This design comes from an exercise in tuning for small area and a short achievable clock period on the open sky130 flow, not from production work.
Only simulation tests tie the RTL to the original design; equivalence was not proved.
Power is estimated from default activity; no workload was simulated.

// mac
module mac (
    input  logic               i_nrst,
    input  logic               i_clk,
    input  logic signed  [7:0] i_a0, i_a1, i_a2, i_a3, i_a4, i_a5, i_a6, i_a7,
    input  logic signed  [7:0] i_b0, i_b1, i_b2, i_b3, i_b4, i_b5, i_b6, i_b7,
    output logic signed [18:0] o_res
);
    logic p1;
    logic p2;
    logic p3;
    logic p4;
    logic p5;
    logic p6;
    logic p7;
    logic p8;
    logic p9;
    logic p10;
    logic p11;
    logic p12;
    logic p13;
    logic p14;
    logic p15;
    logic p16;
    logic p17;
    logic p18;
    logic p19;
    logic p20;
    logic p21;
    logic p22;
    logic p23;
    logic p24;
    logic p25;
    logic p26;
    logic p27;
    logic p28;
    logic p29;
    logic p30;
    logic p31;
    logic p32;
    logic p33;
    logic p34;
    logic p35;
    logic p36;
    logic p37;
    logic p38;
    logic p39;
    logic p40;
    logic p41;
    logic p42;
    logic p43;
    logic p44;
    logic p45;
    logic p46;
    logic p47;
    logic p48;
    logic p49;
    logic p50;
    logic p51;
    logic p52;
    logic p53;
    logic p54;
    logic p55;
    logic p56;
    logic p57;
    logic p58;
    logic p59;
    logic p60;
    logic p61;
    logic p62;
    logic p63;
    logic p64;
    logic p65;
    logic p66;
    logic p67;
    logic p68;
    logic p69;
    logic p70;
    logic p71;
    logic p72;
    logic p73;
    logic p74;
    logic p75;
    logic p76;
    logic p77;
    logic p78;
    logic p79;
    logic p80;
    logic p81;
    logic p82;
    logic p83;
    logic p84;
    logic p85;
    logic p86;
    logic p87;
    logic p88;
    logic p89;
    logic p90;
    logic p91;
    logic p92;
    logic p93;
    logic p94;
    logic p95;
    logic p96;
    logic p97;
    logic p98;
    logic p99;
    logic p100;
    logic p101;
    logic p102;
    logic p103;
    logic p104;
  ...
Size: ~1500 cells after synthesis, about 150 I/O pins.
==> flow/config.mk <==
export PLATFORM = sky130hd
export DESIGN_NAME = mac
export DESIGN_NICKNAME = mac
export VERILOG_FILES = /design/flow/design.v
export SDC_FILE = /design/flow/constraint.sdc
export NUM_CORES = 4
export LEC_CHECK = 0
export CAP_MARGIN = 20
export CORE_MARGIN = 5
export CORE_UTILIZATION = 60
export SETUP_SLACK_MARGIN = 2.8
export SLEW_MARGIN = 20
export SYNTH_HIERARCHICAL = 1
export SYNTH_MINIMUM_KEEP_SIZE = 0
==> flow/constraint.sdc <==
create_clock -name core_clock -period 5.5 [get_ports {i_clk}]
set_input_delay 1.1000 -clock core_clock [delete_from_list [all_inputs] [get_ports {i_clk}]]
set_output_delay 1.1000 -clock core_clock [all_outputs]
set_load 0.01 [all_outputs]
standard.sh (not shown) runs the stock make flow with config.mk's settings and CLKGATE_MAP_FILE= SYNTH_SCRIPT=/design/flow/synth_recipe.tcl, a recipe that flattens the netlist after the stock synthesis.
==> flow/flow/run.sh <==
#!/bin/bash
set -e
export BUFFER_PORTS_ARGS="-buffer_cell sky130_fd_sc_hd__buf_1"
bash standard.sh > standard.log 2>&1
Then changed:
--- a/flow/flow/run.sh
+++ b/flow/flow/run.sh
@@ -3,0 +4,2 @@
+sed -E 's/SETUP_SLACK_MARGIN=[-0-9.]+/SETUP_SLACK_MARGIN=0/' standard.sh > standard_fp.sh
+bash standard_fp.sh synth floorplan > standard_fp.log 2>&1
Settings changed: SETUP_SLACK_MARGIN 2.8 to 2.6.
What happened: Clock skew went up by 0.011 ns. Synthesized cell count does not change. Non-clock buffer count drops by 2. Final cell count is unchanged. Die area does not change.
Then changed:
==> flow/flow/run.sh (replaced) <==
#!/bin/bash
set -e
export BUFFER_PORTS_ARGS="-buffer_cell sky130_fd_sc_hd__buf_1"
bash standard.sh > standard.log 2>&1
Settings changed: CORE_UTILIZATION 60 to 40, SETUP_SLACK_MARGIN 2.6 to 2.8.
Effect: Cell count grows by roughly a tenth. Core utilization shrinks by 19 points. Combinational power grows by a little under a tenth.
Then changed:
--- a/flow/flow/run.sh
+++ b/flow/flow/run.sh
@@ -3,0 +4,2 @@
+sed -E 's/SETUP_SLACK_MARGIN=[-0-9.]+/SETUP_SLACK_MARGIN=0/' standard.sh > standard_fp.sh
+bash standard_fp.sh synth floorplan > standard_fp.log 2>&1
Settings changed: CORE_UTILIZATION 40 to 60, SETUP_SLACK_MARGIN 2.8 to 2.9.
Outcome: The changed run finished with timing, DRC and antenna clean. Setup slack gets worse by 0.043 ns. Core utilization increases by 22 points. Global-route usage increases by 9.2 points.
Then changed:
Settings changed: CTS_CLUSTER_DIAMETER set to 100, CTS_CLUSTER_SIZE set to 30, GPL_ROUTABILITY_DRIVEN set to 0, SETUP_SLACK_MARGIN 2.9 to 2.8.
Result:
- The changed run completed with no timing, DRC or antenna violations
- hold slack improves by 0.010 ns
- critical path depth is unchanged
- total power falls by a little under a tenth
- clock-buffer cell count decreases by 23
- setup slack improved by 0.013 ns
- wire length falls by a few percent
- die area stays the same
- final area goes down by a few percent
- synthesized cell count stays the same
- first-iteration DRC count grows by about a fifth
Then changed:
Settings changed: CORE_UTILIZATION 60 to 70, GPL_ROUTABILITY_DRIVEN 0 to not set.
- area after synthesis stays the same
- global-route usage is higher by 6.1 points
- total power is higher by 2.4%
- design area hardly moves
- via count is higher by 3.1%

[static timing again, ports no longer ideal]
In the flow no input, the clock included, has a driving cell. The finished layouts below were timed again as built, in two steps. Step 1 (the two cells are an assumption about what drives the block):
set clk [get_ports {i_clk}]
set_driving_cell -lib_cell sky130_fd_sc_hd__clkbuf_16 $clk
set_driving_cell -lib_cell sky130_fd_sc_hd__buf_2 [delete_from_list [all_inputs] $clk]
Step 2, shift: input delay + t, output delay - t, t = (earliest + latest rising clock arrival at the registers) / 2. This alone moves slack from input paths to output paths. Three values: ideal ports, drivers, drivers and shift; two values: the first two.
run | shift t [ns] | setup WS [ns] | worst setup path at the end | slew at the worst register clock pin (ns)
the first run | 0.572 | 2.781 / 2.781 / 2.249 | input to register | 0.06 / 0.06
the second run | 0.576 | 2.516 / 2.545 / 1.969 | input to register | 0.07 / 0.07
the third run | 0.606 | 2.790 / 2.790 / 2.227 | input to register | 0.07 / 0.07
the fourth run | 0.572 | 2.746 / 2.775 / 2.203 | input to register | 0.07 / 0.07
the fifth run | 0.536 | 2.760 / 2.760 / 2.282 | input to register | 0.12 / 0.12
the sixth run | 0.540 | 2.763 / 2.763 / 2.266 | input to register | 0.11 / 0.11
After both steps every run listed still meets setup and hold. For the third run, which loses most, drivers alone change the setup slack by 0.000 ns; drivers and shift together by -0.563 ns.
